Context: an optimization exercise on an open-source flow, tuned for small area and a short achievable clock period. The choices shown serve that exercise and are no tape-out recipe.
No run shown here included a check of the RTL's function; only the layout flow was run.

$ cat flow/config.mk
export PLATFORM = sky130hd
export DESIGN_NAME = Integrator
export DESIGN_NICKNAME = Integrator
export VERILOG_FILES = /design/flow/design.v
export SDC_FILE = /design/flow/constraint.sdc
export NUM_CORES = 4
export LEC_CHECK = 0
export CAP_MARGIN = 20
export CORE_MARGIN = 2
export CORE_UTILIZATION = 40
export SLEW_MARGIN = 20
$ cat flow/constraint.sdc
create_clock -name core_clock -period 14.0 [get_ports {clk}]
set_input_delay 2.8000 -clock core_clock [delete_from_list [all_inputs] [get_ports {clk}]]
set_output_delay 2.8000 -clock core_clock [all_outputs]
set_load 0.01 [all_outputs]
$ cat flow/design.v
`timescale 1 ns / 1 ns
module Integrator
          (clk,
           reset,
           In,
           Out);
  input   clk;
  input   reset;
  input   signed [21:0] In;
  output  signed [21:0] Out;
  reg  [20:0] x1;
  reg  [20:0] x2;
  reg  [21:0] y1;
  reg  [21:0] y2;
  wire [20:0] x = In[20:0];
  wire fs0 = 1'b1 ^ x1[0] ^ ~x2[1];
  wire fc0 = (1'b1 & x1[0]) | (1'b1 & ~x2[1]) | (x1[0] & ~x2[1]);
  wire fs1 = x1[1] ^ ~x2[2] ^ fc0;
  wire fc1 = (x1[1] & ~x2[2]) | (x1[1] & fc0) | (~x2[2] & fc0);
  wire fs2 = x1[2] ^ ~x2[3] ^ fc1;
  wire fc2 = (x1[2] & ~x2[3]) | (x1[2] & fc1) | (~x2[3] & fc1);
  wire fs3 = x1[3] ^ ~x2[0] ^ ~x2[4];
  wire fc3 = (x1[3] & ~x2[0]) | (x1[3] & ~x2[4]) | (~x2[0] & ~x2[4]);
  wire fs4 = fs3 ^ fc2 ^ ~x[0];
  wire fc4 = (fs3 & fc2) | (fs3 & ~x[0]) | (fc2 & ~x[0]);
  wire fs5 = 1'b1 ^ x1[0] ^ x1[4];
  wire fc5 = (1'b1 & x1[0]) | (1'b1 & x1[4]) | (x1[0] & x1[4]);
  wire fs6 = ~x2[1] ^ ~x2[5] ^ fc3;
  wire fc6 = (~x2[1] & ~x2[5]) | (~x2[1] & fc3) | (~x2[5] & fc3);
  wire fs7 = fs5 ^ fs6 ^ ~x[1];
  wire fc7 = (fs5 & fs6) | (fs5 & ~x[1]) | (fs6 & ~x[1]);
  wire fs8 = ~x[5] ^ fc4 ^ fs7;
  wire fc8 = (~x[5] & fc4) | (~x[5] & fs7) | (fc4 & fs7);
  wire fs9 = x1[1] ^ x1[5] ^ ~x2[2];
  wire fc9 = (x1[1] & x1[5]) | (x1[1] & ~x2[2]) | (x1[5] & ~x2[2]);
  wire fs10 = ~x2[6] ^ fc5 ^ fs9;
  wire fc10 = (~x2[6] & fc5) | (~x2[6] & fs9) | (fc5 & fs9);
  wire fs11 = fc6 ^ fs10 ^ ~x[2];
  wire fc11 = (fc6 & fs10) | (fc6 & ~x[2]) | (fs10 & ~x[2]);
  wire fs12 = ~x[6] ^ fc7 ^ fs11;
  wire fc12 = (~x[6] & fc7) | (~x[6] & fs11) | (fc7 & fs11);
  wire fs13 = x1[2] ^ x1[6] ^ ~x2[0];
  wire fc13 = (x1[2] & x1[6]) | (x1[2] & ~x2[0]) | (x1[6] & ~x2[0]);
  wire fs14 = ~x2[3] ^ ~x2[7] ^ fc9;
  wire fc14 = (~x2[3] & ~x2[7]) | (~x2[3] & fc9) | (~x2[7] & fc9);
  wire fs15 = fs13 ^ fc10 ^ fs14;
  wire fc15 = (fs13 & fc10) | (fs13 & fs14) | (fc10 & fs14);
  wire fs16 = x[0] ^ x[3] ^ x[7];
  wire fc16 = (x[0] & x[3]) | (x[0] & x[7]) | (x[3] & x[7]);
  wire fs17 = fs15 ^ fc11 ^ ~fs16;
  wire fc17 = (fs15 & fc11) | (fs15 & ~fs16) | (fc11 & ~fs16);
  wire fs18 = 1'b1 ^ x1[0] ^ x1[3];
  wire fc18 = (1'b1 & x1[0]) | (1'b1 & x1[3]) | (x1[0] & x1[3]);
  wire fs19 = x2[1] ^ x2[4] ^ x2[8];
  wire fc19 = (x2[1] & x2[4]) | (x2[1] & x2[8]) | (x2[4] & x2[8]);
  wire fs20 = x1[7] ^ fc13 ^ fs18;
  wire fc20 = (x1[7] & fc13) | (x1[7] & fs18) | (fc13 & fs18);
  wire fs21 = ~fs19 ^ fc14 ^ fs20;
  wire fc21 = (~fs19 & fc14) | (~fs19 & fs20) | (fc14 & fs20);
  wire fs22 = fc15 ^ fs21 ^ ~x[1];
  wire fc22 = (fc15 & fs21) | (fc15 & ~x[1]) | (fs21 & ~x[1]);
  wire fs23 = x[4] ^ x[8] ^ fc16;
  wire fc23 = (x[4] & x[8]) | (x[4] & fc16) | (x[8] & fc16);
  wire fs24 = fs22 ^ fc17 ^ ~fs23;
  wire fc24 = (fs22 & fc17) | (fs22 & ~fs23) | (fc17 & ~fs23);
  wire fs25 = x1[1] ^ x1[4] ^ x1[8];
  wire fc25 = (x1[1] & x1[4]) | (x1[1] & x1[8]) | (x1[4] & x1[8]);
  wire fs26 = x2[2] ^ x2[5] ^ x2[9];
  wire fc26 = (x2[2] & x2[5]) | (x2[2] & x2[9]) | (x2[5] & x2[9]);
  wire fs27 = x2[0] ^ fc18 ^ ~fc19;
  wire fc27 = (x2[0] & fc18) | (x2[0] & ~fc19) | (fc18 & ~fc19);
  wire fs28 = fs25 ^ fc20 ^ fs27;
  wire fc28 = (fs25 & fc20) | (fs25 & fs27) | (fc20 & fs27);
  wire fs29 = ~fs26 ^ fc21 ^ fs28;
  wire fc29 = (~fs26 & fc21) | (~fs26 & fs28) | (fc21 & fs28);
  wire fs30 = fs29 ^ x[0] ^ ~x[2];
  wire fc30 = (fs29 & x[0]) | (fs29 & ~x[2]) | (x[0] & ~x[2]);
  wire fs31 = ~x[5] ^ ~x[9] ^ fc22;
  wire fc31 = (~x[5] & ~x[9]) | (~x[5] & fc22) | (~x[9] & fc22);
  wire fs32 = fs30 ^ ~fc23 ^ fs31;
  wire fc32 = (fs30 & ~fc23) | (fs30 & fs31) | (~fc23 & fs31);
  wire fs33 = x1[0] ^ x1[2] ^ x1[5];
  wire fc33 = (x1[0] & x1[2]) | (x1[0] & x1[5]) | (x1[2] & x1[5]);
  wire fs34 = x1[9] ^ x2[1] ^ ~x2[3];
  wire fc34 = (x1[9] & x2[1]) | (x1[9] & ~x2[3]) | (x2[1] & ~x2[3]);
  wire fs35 = x2[6] ^ x2[10] ^ fc26;
  wire fc35 = (x2[6] & x2[10]) | (x2[6] & fc26) | (x2[10] & fc26);
  wire fs36 = fc25 ^ fs33 ^ fs34;
  wire fc36 = (fc25 & fs33) | (fc25 & fs34) | (fs33 & fs34);
  wire fs37 = fc27 ^ ~fs35 ^ fs36;
  wire fc37 = (fc27 & ~fs35) | (fc27 & fs36) | (~fs35 & fs36);
  wire fs38 = fc28 ^ fs37 ^ fc29;
  wire fc38 = (fc28 & fs37) | (fc28 & fc29) | (fs37 & fc29);
  wire fs39 = fs38 ^ x[1] ^ ~x[3];
  wire fc39 = (fs38 & x[1]) | (fs38 & ~x[3]) | (x[1] & ~x[3]);
  wire fs40 = ~x[6] ^ ~x[10] ^ fc30;
  wire fc40 = (~x[6] & ~x[10]) | (~x[6] & fc30) | (~x[10] & fc30);
  wire fs41 = fs39 ^ fc31 ^ fs40;
  wire fc41 = (fs39 & fc31) | (fs39 & fs40) | (fc31 & fs40);
  wire fs42 = x1[1] ^ x1[3] ^ x1[6];
  wire fc42 = (x1[1] & x1[3]) | (x1[1] & x1[6]) | (x1[3] & x1[6]);
  wire fs43 = x1[10] ^ x2[2] ^ ~x2[4];
  wire fc43 = (x1[10] & x2[2]) | (x1[10] & ~x2[4]) | (x2[2] & ~x2[4]);
  wire fs44 = ~x2[7] ^ ~x2[11] ^ fc33;
  wire fc44 = (~x2[7] & ~x2[11]) | (~x2[7] & fc33) | (~x2[11] & fc33);
  wire fs45 = fc34 ^ fs42 ^ fs43;
  wire fc45 = (fc34 & fs42) | (fc34 & fs43) | (fs42 & fs43);
  wire fs46 = ~fc35 ^ fc36 ^ fs44;
  wire fc46 = (~fc35 & fc36) | (~fc35 & fs44) | (fc36 & fs44);
  wire fs47 = fs45 ^ fc37 ^ fs46;
  wire fc47 = (fs45 & fc37) | (fs45 & fs46) | (fc37 & fs46);
  wire fs48 = fs47 ^ fc38 ^ x[2];
  wire fc48 = (fs47 & fc38) | (fs47 & x[2]) | (fc38 & x[2]);
  wire fs49 = x[4] ^ x[7] ^ x[11];
  wire fc49 = (x[4] & x[7]) | (x[4] & x[11]) | (x[7] & x[11]);
  wire fs50 = fc39 ^ fs48 ^ ~fs49;
  wire fc50 = (fc39 & fs48) | (fc39 & ~fs49) | (fs48 & ~fs49);
  wire fs51 = fc40 ^ fs50 ^ fc41;
  wire fc51 = (fc40 & fs50) | (fc40 & fc41) | (fs50 & fc41);
  wire fs52 = x1[2] ^ x1[4] ^ x1[7];
  wire fc52 = (x1[2] & x1[4]) | (x1[2] & x1[7]) | (x1[4] & x1[7]);
  wire fs53 = x1[11] ^ x2[3] ^ ~x2[5];
  wire fc53 = (x1[11] & x2[3]) | (x1[11] & ~x2[5]) | (x2[3] & ~x2[5]);
  wire fs54 = ~x2[8] ^ ~x2[12] ^ fc42;
  wire fc54 = (~x2[8] & ~x2[12]) | (~x2[8] & fc42) | (~x2[12] & fc42);
  wire fs55 = fc43 ^ fs52 ^ fs53;
  wire fc55 = (fc43 & fs52) | (fc43 & fs53) | (fs52 & fs53);
  wire fs56 = fc44 ^ fc45 ^ fs54;
  wire fc56 = (fc44 & fc45) | (fc44 & fs54) | (fc45 & fs54);
  wire fs57 = fs55 ^ fc46 ^ fs56;
  wire fc57 = (fs55 & fc46) | (fs55 & fs56) | (fc46 & fs56);
  wire fs58 = fc47 ^ fs57 ^ x[3];
  wire fc58 = (fc47 & fs57) | (fc47 & x[3]) | (fs57 & x[3]);
  wire fs59 = x[5] ^ x[8] ^ x[12];
  wire fc59 = (x[5] & x[8]) | (x[5] & x[12]) | (x[8] & x[12]);
  wire fs60 = fc48 ^ ~fc49 ^ fs58;
  wire fc60 = (fc48 & ~fc49) | (fc48 & fs58) | (~fc49 & fs58);
  wire fs61 = ~fs59 ^ fc50 ^ fs60;
  wire fc61 = (~fs59 & fc50) | (~fs59 & fs60) | (fc50 & fs60);
  wire fs62 = x1[3] ^ x1[5] ^ x1[8];
  wire fc62 = (x1[3] & x1[5]) | (x1[3] & x1[8]) | (x1[5] & x1[8]);
  wire fs63 = x1[12] ^ x2[4] ^ ~x2[6];
  wire fc63 = (x1[12] & x2[4]) | (x1[12] & ~x2[6]) | (x2[4] & ~x2[6]);
  wire fs64 = ~x2[9] ^ ~x2[13] ^ fc52;
  wire fc64 = (~x2[9] & ~x2[13]) | (~x2[9] & fc52) | (~x2[13] & fc52);
  wire fs65 = fc53 ^ fs62 ^ fs63;
  wire fc65 = (fc53 & fs62) | (fc53 & fs63) | (fs62 & fs63);
  wire fs66 = fc54 ^ fc55 ^ fs64;
  wire fc66 = (fc54 & fc55) | (fc54 & fs64) | (fc55 & fs64);
  wire fs67 = fs65 ^ fc56 ^ fs66;
  wire fc67 = (fs65 & fc56) | (fs65 & fs66) | (fc56 & fs66);
  wire fs68 = fc57 ^ fs67 ^ x[4];
  wire fc68 = (fc57 & fs67) | (fc57 & x[4]) | (fs67 & x[4]);
  wire fs69 = x[6] ^ x[9] ^ x[13];
  wire fc69 = (x[6] & x[9]) | (x[6] & x[13]) | (x[9] & x[13]);
  wire fs70 = fc58 ^ ~fc59 ^ fs68;
  wire fc70 = (fc58 & ~fc59) | (fc58 & fs68) | (~fc59 & fs68);
  wire fs71 = ~fs69 ^ fc60 ^ fs70;
  wire fc71 = (~fs69 & fc60) | (~fs69 & fs70) | (fc60 & fs70);
  wire fs72 = x1[4] ^ x1[6] ^ x1[9];
  wire fc72 = (x1[4] & x1[6]) | (x1[4] & x1[9]) | (x1[6] & x1[9]);
  wire fs73 = x1[13] ^ x2[5] ^ ~x2[7];
  wire fc73 = (x1[13] & x2[5]) | (x1[13] & ~x2[7]) | (x2[5] & ~x2[7]);
  wire fs74 = ~x2[10] ^ ~x2[14] ^ fc62;
  wire fc74 = (~x2[10] & ~x2[14]) | (~x2[10] & fc62) | (~x2[14] & fc62);
  wire fs75 = fc63 ^ fs72 ^ fs73;
  wire fc75 = (fc63 & fs72) | (fc63 & fs73) | (fs72 & fs73);
  wire fs76 = fc64 ^ fc65 ^ fs74;
  wire fc76 = (fc64 & fc65) | (fc64 & fs74) | (fc65 & fs74);
  wire fs77 = fs75 ^ fc66 ^ fs76;
  wire fc77 = (fs75 & fc66) | (fs75 & fs76) | (fc66 & fs76);
  wire fs78 = fc67 ^ fs77 ^ x[5];
  wire fc78 = (fc67 & fs77) | (fc67 & x[5]) | (fs77 & x[5]);
  wire fs79 = x[7] ^ x[10] ^ x[14];
  wire fc79 = (x[7] & x[10]) | (x[7] & x[14]) | (x[10] & x[14]);
  wire fs80 = fc68 ^ ~fc69 ^ fs78;
  wire fc80 = (fc68 & ~fc69) | (fc68 & fs78) | (~fc69 & fs78);
  wire fs81 = ~fs79 ^ fc70 ^ fs80;
  wire fc81 = (~fs79 & fc70) | (~fs79 & fs80) | (fc70 & fs80);
  wire fs82 = x1[5] ^ x1[7] ^ x1[10];
  wire fc82 = (x1[5] & x1[7]) | (x1[5] & x1[10]) | (x1[7] & x1[10]);
  wire fs83 = x1[14] ^ x2[6] ^ ~x2[8];
  wire fc83 = (x1[14] & x2[6]) | (x1[14] & ~x2[8]) | (x2[6] & ~x2[8]);
  wire fs84 = ~x2[11] ^ ~x2[15] ^ fc72;
  wire fc84 = (~x2[11] & ~x2[15]) | (~x2[11] & fc72) | (~x2[15] & fc72);
  wire fs85 = fc73 ^ fs82 ^ fs83;
  wire fc85 = (fc73 & fs82) | (fc73 & fs83) | (fs82 & fs83);
  wire fs86 = fc74 ^ fc75 ^ fs84;
  wire fc86 = (fc74 & fc75) | (fc74 & fs84) | (fc75 & fs84);
  wire fs87 = fs85 ^ fc76 ^ fs86;
  wire fc87 = (fs85 & fc76) | (fs85 & fs86) | (fc76 & fs86);
  wire fs88 = fc77 ^ fs87 ^ x[6];
  wire fc88 = (fc77 & fs87) | (fc77 & x[6]) | (fs87 & x[6]);
  wire fs89 = x[8] ^ x[11] ^ x[15];
  wire fc89 = (x[8] & x[11]) | (x[8] & x[15]) | (x[11] & x[15]);
  wire fs90 = fc78 ^ ~fc79 ^ fs88;
  wire fc90 = (fc78 & ~fc79) | (fc78 & fs88) | (~fc79 & fs88);
  wire fs91 = ~fs89 ^ fc80 ^ fs90;
  wire fc91 = (~fs89 & fc80) | (~fs89 & fs90) | (fc80 & fs90);
  wire fs92 = x1[6] ^ x1[8] ^ x1[11];
  wire fc92 = (x1[6] & x1[8]) | (x1[6] & x1[11]) | (x1[8] & x1[11]);
  wire fs93 = x1[15] ^ x2[7] ^ ~x2[9];
  wire fc93 = (x1[15] & x2[7]) | (x1[15] & ~x2[9]) | (x2[7] & ~x2[9]);
  wire fs94 = ~x2[12] ^ ~x2[16] ^ fc82;
  wire fc94 = (~x2[12] & ~x2[16]) | (~x2[12] & fc82) | (~x2[16] & fc82);
  wire fs95 = fc83 ^ fs92 ^ fs93;
  wire fc95 = (fc83 & fs92) | (fc83 & fs93) | (fs92 & fs93);
  wire fs96 = fc84 ^ fc85 ^ fs94;
  wire fc96 = (fc84 & fc85) | (fc84 & fs94) | (fc85 & fs94);
  wire fs97 = fs95 ^ fc86 ^ fs96;
  wire fc97 = (fs95 & fc86) | (fs95 & fs96) | (fc86 & fs96);
  wire fs98 = fc87 ^ fs97 ^ x[7];
  wire fc98 = (fc87 & fs97) | (fc87 & x[7]) | (fs97 & x[7]);
  wire fs99 = x[9] ^ x[12] ^ x[16];
  wire fc99 = (x[9] & x[12]) | (x[9] & x[16]) | (x[12] & x[16]);
  wire fs100 = fc88 ^ ~fc89 ^ fs98;
  wire fc100 = (fc88 & ~fc89) | (fc88 & fs98) | (~fc89 & fs98);
  wire fs101 = ~fs99 ^ fc90 ^ fs100;
  wire fc101 = (~fs99 & fc90) | (~fs99 & fs100) | (fc90 & fs100);
  wire fs102 = x1[7] ^ x1[9] ^ x1[12];
  wire fc102 = (x1[7] & x1[9]) | (x1[7] & x1[12]) | (x1[9] & x1[12]);
  wire fs103 = x1[16] ^ x2[8] ^ ~x2[10];
  wire fc103 = (x1[16] & x2[8]) | (x1[16] & ~x2[10]) | (x2[8] & ~x2[10]);
  wire fs104 = ~x2[13] ^ ~x2[17] ^ fc92;
  wire fc104 = (~x2[13] & ~x2[17]) | (~x2[13] & fc92) | (~x2[17] & fc92);
  wire fs105 = fc93 ^ fs102 ^ fs103;
  wire fc105 = (fc93 & fs102) | (fc93 & fs103) | (fs102 & fs103);
  wire fs106 = fc94 ^ fc95 ^ fs104;
  wire fc106 = (fc94 & fc95) | (fc94 & fs104) | (fc95 & fs104);
  wire fs107 = fs105 ^ fc96 ^ fs106;
  wire fc107 = (fs105 & fc96) | (fs105 & fs106) | (fc96 & fs106);
  wire fs108 = fc97 ^ fs107 ^ x[8];
  wire fc108 = (fc97 & fs107) | (fc97 & x[8]) | (fs107 & x[8]);
  wire fs109 = x[10] ^ x[13] ^ x[17];
  wire fc109 = (x[10] & x[13]) | (x[10] & x[17]) | (x[13] & x[17]);
  wire fs110 = fc98 ^ ~fc99 ^ fs108;
  wire fc110 = (fc98 & ~fc99) | (fc98 & fs108) | (~fc99 & fs108);
  wire fs111 = ~fs109 ^ fc100 ^ fs110;
  wire fc111 = (~fs109 & fc100) | (~fs109 & fs110) | (fc100 & fs110);
  wire fs112 = x1[8] ^ x1[10] ^ x1[13];
  wire fc112 = (x1[8] & x1[10]) | (x1[8] & x1[13]) | (x1[10] & x1[13]);
  wire fs113 = x1[17] ^ x2[9] ^ ~x2[11];
  wire fc113 = (x1[17] & x2[9]) | (x1[17] & ~x2[11]) | (x2[9] & ~x2[11]);
  wire fs114 = ~x2[14] ^ ~x2[18] ^ fc102;
  wire fc114 = (~x2[14] & ~x2[18]) | (~x2[14] & fc102) | (~x2[18] & fc102);
  wire fs115 = fc103 ^ fs112 ^ fs113;
  wire fc115 = (fc103 & fs112) | (fc103 & fs113) | (fs112 & fs113);
  wire fs116 = fc104 ^ fc105 ^ fs114;
  wire fc116 = (fc104 & fc105) | (fc104 & fs114) | (fc105 & fs114);
  wire fs117 = fs115 ^ fc106 ^ fs116;
  wire fc117 = (fs115 & fc106) | (fs115 & fs116) | (fc106 & fs116);
  wire fs118 = fc107 ^ fs117 ^ x[9];
  wire fc118 = (fc107 & fs117) | (fc107 & x[9]) | (fs117 & x[9]);
  wire fs119 = x[11] ^ x[14] ^ x[18];
  wire fc119 = (x[11] & x[14]) | (x[11] & x[18]) | (x[14] & x[18]);
  wire fs120 = fc108 ^ ~fc109 ^ fs118;
  wire fc120 = (fc108 & ~fc109) | (fc108 & fs118) | (~fc109 & fs118);
  wire fs121 = ~fs119 ^ fc110 ^ fs120;
  wire fc121 = (~fs119 & fc110) | (~fs119 & fs120) | (fc110 & fs120);
  wire fs122 = x1[9] ^ x1[11] ^ x1[14];
  wire fc122 = (x1[9] & x1[11]) | (x1[9] & x1[14]) | (x1[11] & x1[14]);
  wire fs123 = x1[18] ^ x2[10] ^ ~x2[12];
  wire fc123 = (x1[18] & x2[10]) | (x1[18] & ~x2[12]) | (x2[10] & ~x2[12]);
  wire fs124 = ~x2[15] ^ ~x2[19] ^ fc112;
  wire fc124 = (~x2[15] & ~x2[19]) | (~x2[15] & fc112) | (~x2[19] & fc112);
  wire fs125 = fc113 ^ fs122 ^ fs123;
  wire fc125 = (fc113 & fs122) | (fc113 & fs123) | (fs122 & fs123);
  wire fs126 = fc114 ^ fc115 ^ fs124;
  wire fc126 = (fc114 & fc115) | (fc114 & fs124) | (fc115 & fs124);
  wire fs127 = fs125 ^ fc116 ^ fs126;
  wire fc127 = (fs125 & fc116) | (fs125 & fs126) | (fc116 & fs126);
  wire fs128 = fc117 ^ fs127 ^ x[10];
  wire fc128 = (fc117 & fs127) | (fc117 & x[10]) | (fs127 & x[10]);
  wire fs129 = x[12] ^ x[15] ^ x[19];
  wire fc129 = (x[12] & x[15]) | (x[12] & x[19]) | (x[15] & x[19]);
  wire fs130 = fc118 ^ ~fc119 ^ fs128;
  wire fc130 = (fc118 & ~fc119) | (fc118 & fs128) | (~fc119 & fs128);
  wire fs131 = ~fs129 ^ fc120 ^ fs130;
  wire fc131 = (~fs129 & fc120) | (~fs129 & fs130) | (fc120 & fs130);
  wire fs132 = x1[10] ^ x1[12] ^ x1[15];
  wire fc132 = (x1[10] & x1[12]) | (x1[10] & x1[15]) | (x1[12] & x1[15]);
  wire fs133 = x1[19] ^ x2[11] ^ ~x2[13];
  wire fc133 = (x1[19] & x2[11]) | (x1[19] & ~x2[13]) | (x2[11] & ~x2[13]);
  wire fs134 = ~x2[16] ^ ~x2[20] ^ fc122;
  wire fc134 = (~x2[16] & ~x2[20]) | (~x2[16] & fc122) | (~x2[20] & fc122);
  wire fs135 = fc123 ^ fs132 ^ fs133;
  wire fc135 = (fc123 & fs132) | (fc123 & fs133) | (fs132 & fs133);
  wire fs136 = fc124 ^ fc125 ^ fs134;
  wire fc136 = (fc124 & fc125) | (fc124 & fs134) | (fc125 & fs134);
  wire fs137 = fs135 ^ fc126 ^ fs136;
  wire fc137 = (fs135 & fc126) | (fs135 & fs136) | (fc126 & fs136);
  wire fs138 = fc127 ^ fs137 ^ x[11];
  wire fc138 = (fc127 & fs137) | (fc127 & x[11]) | (fs137 & x[11]);
  wire fs139 = x[13] ^ x[16] ^ x[20];
  wire fc139 = (x[13] & x[16]) | (x[13] & x[20]) | (x[16] & x[20]);
  wire fs140 = fc128 ^ ~fc129 ^ fs138;
  wire fc140 = (fc128 & ~fc129) | (fc128 & fs138) | (~fc129 & fs138);
  wire fs141 = ~fs139 ^ fc130 ^ fs140;
  wire fc141 = (~fs139 & fc130) | (~fs139 & fs140) | (fc130 & fs140);
  wire [20:0] ts = {fc131, fc121, fc111, fc101, fc91, fc81, fc71, fc61, fc51, fs51, fc32, fc24, fs24, fc12, fc8, fs8, ~x[4], ~x[3], ~x[2], ~x[1], ~x[0]};
  wire [20:0] tc = {fs141, fs131, fs121, fs111, fs101, fs91, fs81, fs71, fs61, 1'b0, fs41, fs32, 1'b0, fs17, fs12, 1'b0, fs4, fs2, fs1, fs0, ~x2[0]};
  wire [21:0] rs = {y2[21], ts ^ tc ^ y2[20:0]};
  wire [21:0] rc = {(ts & tc) | (ts & y2[20:0]) | (tc & y2[20:0]), 1'b0};
  wire [21:0] sum = rs + rc;
  wire [20:0] low = {1'b0, ts[19:0]} + {1'b0, tc[19:0]};
  wire c20 = low[20];
  wire flip = (ts[20] ^ tc[20]) | (c20 ^ ts[20]);
  wire [21:0] y = {sum[21] ^ flip, sum[20:0]};
  always @(posedge clk or posedge reset) begin
    if (reset) begin
      x1 <= 21'd0;
      x2 <= 21'd0;
      y1 <= 22'd0;
      y2 <= 22'd0;
    end else begin
      x1 <= x;
      x2 <= x1;
      y1 <= y;
      y2 <= y1;
    end
  end
  assign Out = y;
endmodule   
$ cat flow/run.sh
#!/bin/bash
# synth_recipe.tcl (not shown) runs the flow's synth.tcl, then flattens the netlist and writes it again
# the make line also repeats each setting of config.mk as NAME=value (left out here)
make -C /OpenROAD-flow-scripts/flow DESIGN_CONFIG=/design/flow/config.mk WORK_HOME=/design/flow/orfs CLKGATE_MAP_FILE= SYNTH_SCRIPT=/design/flow/synth_recipe.tcl finish
==> run notes, run 1 <==
syn avg cell area: 12.1 µm²
number of vias per cell: 4.70
outcome: complete, no violations
Synthesis Warnings: 1
Min-Delay Path Depth: 0
top_reg_cell synth: dfrtp_1
CTS-repair resized insts: 0
Post-CTS Hold Buffers: 0
height of the die: 140 µm
Max Clock Freq: 0.0908 GHz
WL final: 15000 µm
share of layout cells above drive strength 1: 3.89%
Worst R2R Path Depth: 23
Initial Utilization: 40.9%
post-synthesis sequential area ratio: 29.2%
clock latency (worst-skew pair): 0.35 ns
clk root buf: clkbuf_16
r2r setup slk: 7.00 ns
fin crit share: 78.7%
reg2reg start: x2[1]
H-tree depth: 3
I/O Buffers: 44
global-route wire length before repair: 26100 µm
Clock Path Buffers: 2
Worst Skew: 0.00429 ns
CP Data Required Time: 11.20 ns
Final #Nets: 879
Total GRT Usage: 17.4%
setup bufs post-CTS: 0
Final min period: 11.02 ns
post-synthesis net count: 824
Synth cell types: 43
die area: 19500 µm²
largest net degree at the start of global routing: 56
FP Rows: 49
initial antenna violation count: 0
Synth Instances: 608
Worst-Margin Slew: 0.734 ns
# diodes: 0
Setup TNS: 0 ns
RSZ-0062 raised after global routing: no
GP Congestion: 0.877
DP Cell Count: 881
worst setup path class: input port to primary output
CP max FO: 5
Post-Layout Cell Count: 897
WL/cell: 16.7 µm
CP arrival: 8.22 ns
Clock Sinks: 86
gr ovfl total: 0
Max Cap Violations: 0
CP Capture Type: primary output
P&R area growth vs syn: 14.4%
CTS clock-pin slew for the worst setup and hold paths: 0.07 ns
Setup violations, final: 0
Post-Synthesis Cell Area: 7360 µm²
HP Class: flip-flop to flip-flop
chip width: 140 µm
r2r endpoint: y1[21]
asr flop ratio synth: 100%
number of global-route vias before repair: 4906
cts bufs inserted: 9
Core Region: 18000 µm²
Endpoint, Worst Hold: y2[3]
Iter 0 DRT Violations: 142
post-route ant nets: 0
Slew headroom: 51.1%
CTS tree: built
Pre-Repair DR Iteration Count: 4
Startpoint Class: input port
min-delay src: y1[3]
Pins Over Slew Limit: 0
Via Count: 4213
Final Hold Viols: 0
hpwl dp: 12700 µm
EDFF count, synth: 0
Post-route DRC: 0
IO Count: 46
Yosys reg bits: 86
==> final cells by class <==
cell class	instances	area (µm²)
timing repair buffer	45	448
fill	1668	9600
clock buffer	10	239
sequential	86	2150
clock inverter	6	93.8
inverter	181	681
tap	229	287
multi-input combinational	340	4530
==> per-stage QoR <==
stage	hold WS, ns	setup WS (ns)	instance area, µm²	util (%)
3_3_place_gp	0.333	3.06	8090	44.9
2_1_floorplan	0.331	4.52	7360	-
6_report	0.346	2.98	8430	46.7
3_5_place_dp	0.336	2.94	8090	44.9
4_1_cts	0.347	2.94	8430	46.7
5_1_grt	0.353	2.63	8430	46.7
==> placed cells by master (no fill, tap or decap), drive strengths merged, types with 2 or more instances in the layout <==
cell type | synthesis | final
a211oi | 4 | 4
a21boi | 3 | 3
a21o | 10 | 10
a21oi | 19 | 19
a31oi | 4 | 4
bufinv | 0 | 2
clkbuf | 0 | 10
clkdlybuf4s50 | 0 | 44
clkinv | 0 | 3
dfrtp | 86 | 86
fa | 148 | 148
ha | 44 | 44
inv | 181 | 181
mux2i | 2 | 2
nand2 | 9 | 9
nand3 | 7 | 7
nand4 | 3 | 3
nor2 | 13 | 13
nor2b | 3 | 3
nor3 | 2 | 2
o211ai | 2 | 2
o21a | 4 | 4
o21ai | 12 | 12
xnor2 | 27 | 27
xor2 | 7 | 7
==> worst max path at each step <==
stage / start / endpoint / slack (ns)
final: In[3] / Out[21] / 2.98
after global routing: In[3] / Out[21] / 2.63
after CTS: In[3] / Out[21] / 2.94
after detailed placement: In[3] / Out[21] / 2.94
after global placement: In[3] / Out[21] / 3.06
after floorplan: In[2] / Out[21] / 4.52
==> flip-flops by register name, summed over array words and instances (netlist names) <==
register and flops:
x2 21, x1 21, y2 22, y1 22
==> worst max-delay path: stages <==
cell and delay [ns]:
clkdlybuf4s50_1 0.63, inv_1 0.17, fa_1 0.46, fa_1 0.55, inv_1 0.06, fa_1 0.44, fa_1 0.52, inv_1 0.05
ha_1 0.40, nand3_1 0.13, a211oi_1 0.32, o31ai_2 0.18, a21oi_2 0.24, a221oi_2 0.11, o21ai_1 0.24, a31oi_1 0.14
xnor2_1 0.19, clkdlybuf4s50_1 0.57
==> cell usage after synthesis (2+ instances only) <==
library cell / count / share of area (%)
mux2i_1: 2 / 0.27
a21oi_1: 18 / 1.2
inv_1: 181 / 9.2
nand3_1: 7 / 0.48
nor3_1: 2 / 0.14
ha_1: 44 / 7.5
o211ai_1: 2 / 0.20
xor2_1: 7 / 0.83
fa_1: 148 / 40
o21a_1: 4 / 0.41
a21o_1: 10 / 1.0
nand4_1: 3 / 0.25
a21boi_0: 3 / 0.31
o21ai_0: 10 / 0.68
nor2b_1: 2 / 0.17
xnor2_1: 27 / 3.2
a211oi_1: 3 / 0.31
nand2_1: 9 / 0.46
o21ai_1: 2 / 0.14
nor2_1: 13 / 0.66
a31oi_1: 4 / 0.34
dfrtp_1: 86 / 29
==> kinds of logic after synthesis <==
logic type               after synthesis  synth area share [%]
multiplexers                           2                 0.272
XOR/XNOR                              34                  4.04
AND/OR/NAND/NOR                       45                  3.13
AO/OA/AOI/OAI                         67                  6.30
buffers and inverters                182                  9.33
adder cells (fa/ha/maj)              192                  47.7
flip-flops                            86                  29.2
==> routing by layer <==
metal	GRT usage [%]	share of wire [%]	vias to the layer above
met2	28.9	51	59
met1	23.4	44	2201
li1	-	-	1929
met5	0	0	-
met3	1.86	2.2	24
met4	7.16	2.8	0
==> run 2, diff against run 1 <==
--- a/flow/config.mk
+++ b/flow/config.mk
@@ -5,7 +5,9 @@
 export SDC_FILE = /design/flow/constraint.sdc
 export NUM_CORES = 4
 export LEC_CHECK = 0
+export ABC_CLOCK_PERIOD_IN_PS = 5000
 export CAP_MARGIN = 20
 export CORE_MARGIN = 2
 export CORE_UTILIZATION = 40
+export SETUP_SLACK_MARGIN = 5
 export SLEW_MARGIN = 20
==> run notes, run 2 <==
Final min period: 9.66 ns
RSZ-0062 raised after global routing: yes
Pre-Repair DR Iteration Count: 4
WL/cell: 16.7 µm
share of layout cells above drive strength 1: 23.7%
Final #Nets: 915
largest net degree at the start of global routing: 56
# diodes: 0
Clock Path Buffers: 2
initial antenna violation count: 0
global-route wire length before repair: 26500 µm
post-synthesis net count: 824
Synth cell types: 43
Iter 0 DRT Violations: 132
Post-Layout Cell Count: 933
reg2reg start: x2[1]
DP Cell Count: 881
die area: 19500 µm²
Clock Sinks: 86
fin crit share: 69.0%
crit path launch: In[3]
Worst Skew: 0.00662 ns
gr ovfl total: 0
most common cell after layout, fill and taps aside: inv_1
Via Count: 4397
Setup WS pre-CTS: 3.24 ns
CP Capture Type: primary output
post-synth top area share: 40.2%
worst setup margin: 4.34 ns
Post-route DRC: 0
Core Region: 18000 µm²
asr flop ratio synth: 100%
number of global-route vias before repair: 5056
clock latency (worst-skew pair): 0.35 ns
syn avg cell area: 12.1 µm²
Synth area leaders: fa_1 (40%), dfrtp_1 (29%), inv_1 (9.2%), ha_1 (7.5%), xnor2_1 (3.2%)
cell accounting for the most synthesized area: fa_1
H-tree depth: 3
CTS clock-pin slew for the worst setup and hold paths: 0.06 ns
Setup violations, final: 0
Setup TNS: 0 ns
most frequent cell after synthesis: inv_1
P&R area growth vs syn: 23.2%
Yosys reg bits: 86
CP Data Required Time: 11.20 ns
GP Congestion: 0.852
chip width: 140 µm
Slew headroom: 50.8%
CTS tree: built
WL final: 15500 µm
worst setup path class: input port to primary output
top flop regs: y1 (22), y2 (22)
Final Hold Viols: 0
number of fill cells in the layout: 1565
CP max FO: 4
outcome: complete, no violations
min-delay src: y1[5]
Synthesis Warnings: 1
top_reg_cell synth: dfrtp_1
Pins Over Slew Limit: 0
I/O Buffers: 44
number of vias per cell: 4.71
Startpoint Class: input port
Worst-Margin Slew: 0.738 ns
Synth Instances: 608
FP Rows: 49
Post-Synthesis Cell Area: 7360 µm²
post-route ant nets: 0
HP Class: flip-flop to flip-flop
CP arrival: 6.86 ns
height of the die: 140 µm
EDFF count, synth: 0
hpwl dp: 12600 µm
Total GRT Usage: 17.5%
IO Count: 46
clk root buf: clkbuf_16
Post-synth top cells: inv_1 (181), fa_1 (148), dfrtp_1 (86), ha_1 (44), xnor2_1 (27)
commonest cells after routing, fill and taps aside: inv_1 (162), fa_1 (139), dfrtp_1 (79), buf_4 (35), ha_1 (30)
Max Cap Violations: 0
post-synthesis sequential area ratio: 29.2%
Max Clock Freq: 0.104 GHz
Initial Utilization: 40.9%
cts bufs inserted: 9
==> run 2: cell counts after synthesis <==
Identical to the previous run, type by type.
==> run 2: logic make-up (layout without fill, tap and decap cells) <==
logic type	count (synthesis)	after routing	synth area share, %
fa+ha+maj	192	192	47.7
xor+xnor	34	34	4.04
mux	2	2	0.272
compound gates	67	67	6.30
buf+inv	182	278	9.33
simple gates	45	45	3.13
flops	86	86	29.2
==> run 2: final cells by class <==
cell class / count / area (µm²) / area share, %
Clock buffer: 10 / 229 / 2.52
Clock inverter: 6 / 52.6 / 0.579
Timing Repair Buffer: 81 / 697 / 7.68
Inverter: 181 / 692 / 7.63
Tap cell: 229 / 287 / 3.16
Sequential cell: 86 / 2160 / 23.8
Multi-Input combinational cell: 340 / 4950 / 54.6
==> run 2: per-stage QoR <==
| stage | hold WS (ns) | util (%) | area [µm²] |
|---|---|---|---|
| final | 0.348 | 50.3 | 9070 |
| after detailed placement | 0.335 | 45.3 | 8170 |
| after global routing | 0.357 | 50.3 | 9070 |
| after global placement | 0.331 | 45.3 | 8170 |
| after CTS | 0.350 | 48.8 | 8800 |
| after floorplan | 0.331 | - | 7440 |
==> run 2: final timing paths <==
path	to	cells after the start	slack (ns)
max in group asynchronous	x1[10]	3	10.02
worst min-delay path	y2[5]	0	0.35
worst min register to register	y2[5]	0	0.35
worst max-delay path	Out[21]	17	4.34
worst max register to register	y1[21]	24	7.56
min in group asynchronous	y1[7]	2	2.81
==> run 2: repair_timing <==
item / CTS / global route
buffers inserted: 21 / 15
resized for setup: 164 / 50
hold buffers: 0 / 0
endpoints found under the setup margin: 17 / 15
pin swaps: 41 / 28
==> run 2: per-layer routing <==
layer	up-vias	wire length (µm)	global-route usage, %
met1	2296	6800	24.1
met4	0	444	6.47
met2	73	8060	29.1
met3	26	246	1.45
met5	-	0	0
li1	2002	-	-
==> run 2: worst max-delay path, stage by stage <==
cell and delay [ns]:
buf_2 0.15, fa_2 0.57, inv_1 0.05, fa_1 0.49, fa_1 0.45, fa_1 0.52, inv_2 0.05, ha_4 0.28
nand3_4 0.09, a211oi_4 0.25, o31ai_4 0.13, a21oi_2 0.23, a221oi_4 0.11, o21ai_2 0.19, a31oi_2 0.13, xnor2_1 0.19
buf_2 0.16

[what the ideal ports hide]
The flow's constraints put no driver on any port. The routed layouts listed below were extracted and timed again, unchanged, in two steps. Step 1: set_driving_cell puts a clkbuf_16 on clk and a buf_2 on each other input, an assumption about the parent block. Step 2 moves the port delays by t, midway between the first and last clock arrival at a register: inputs arrive t later, outputs are due t later. That takes back most of the time a late clock gives input paths. Slacks: ideal ports / drivers / drivers and shift; pairs: ideal ports / drivers.
run	t (ns)	setup WS [ns]	worst hold slack (ns)
run 1	0.385	2.981 / 2.950 / 2.950	0.346 / 0.346 / 0.346
run 2	0.378	4.340 / 4.292 / 4.292	0.348 / 0.348 / 0.348
After both steps setup and hold are still met in every run listed. For run 2, which loses most, drivers alone change the setup slack by -0.048 ns; drivers and shift together by -0.048 ns.
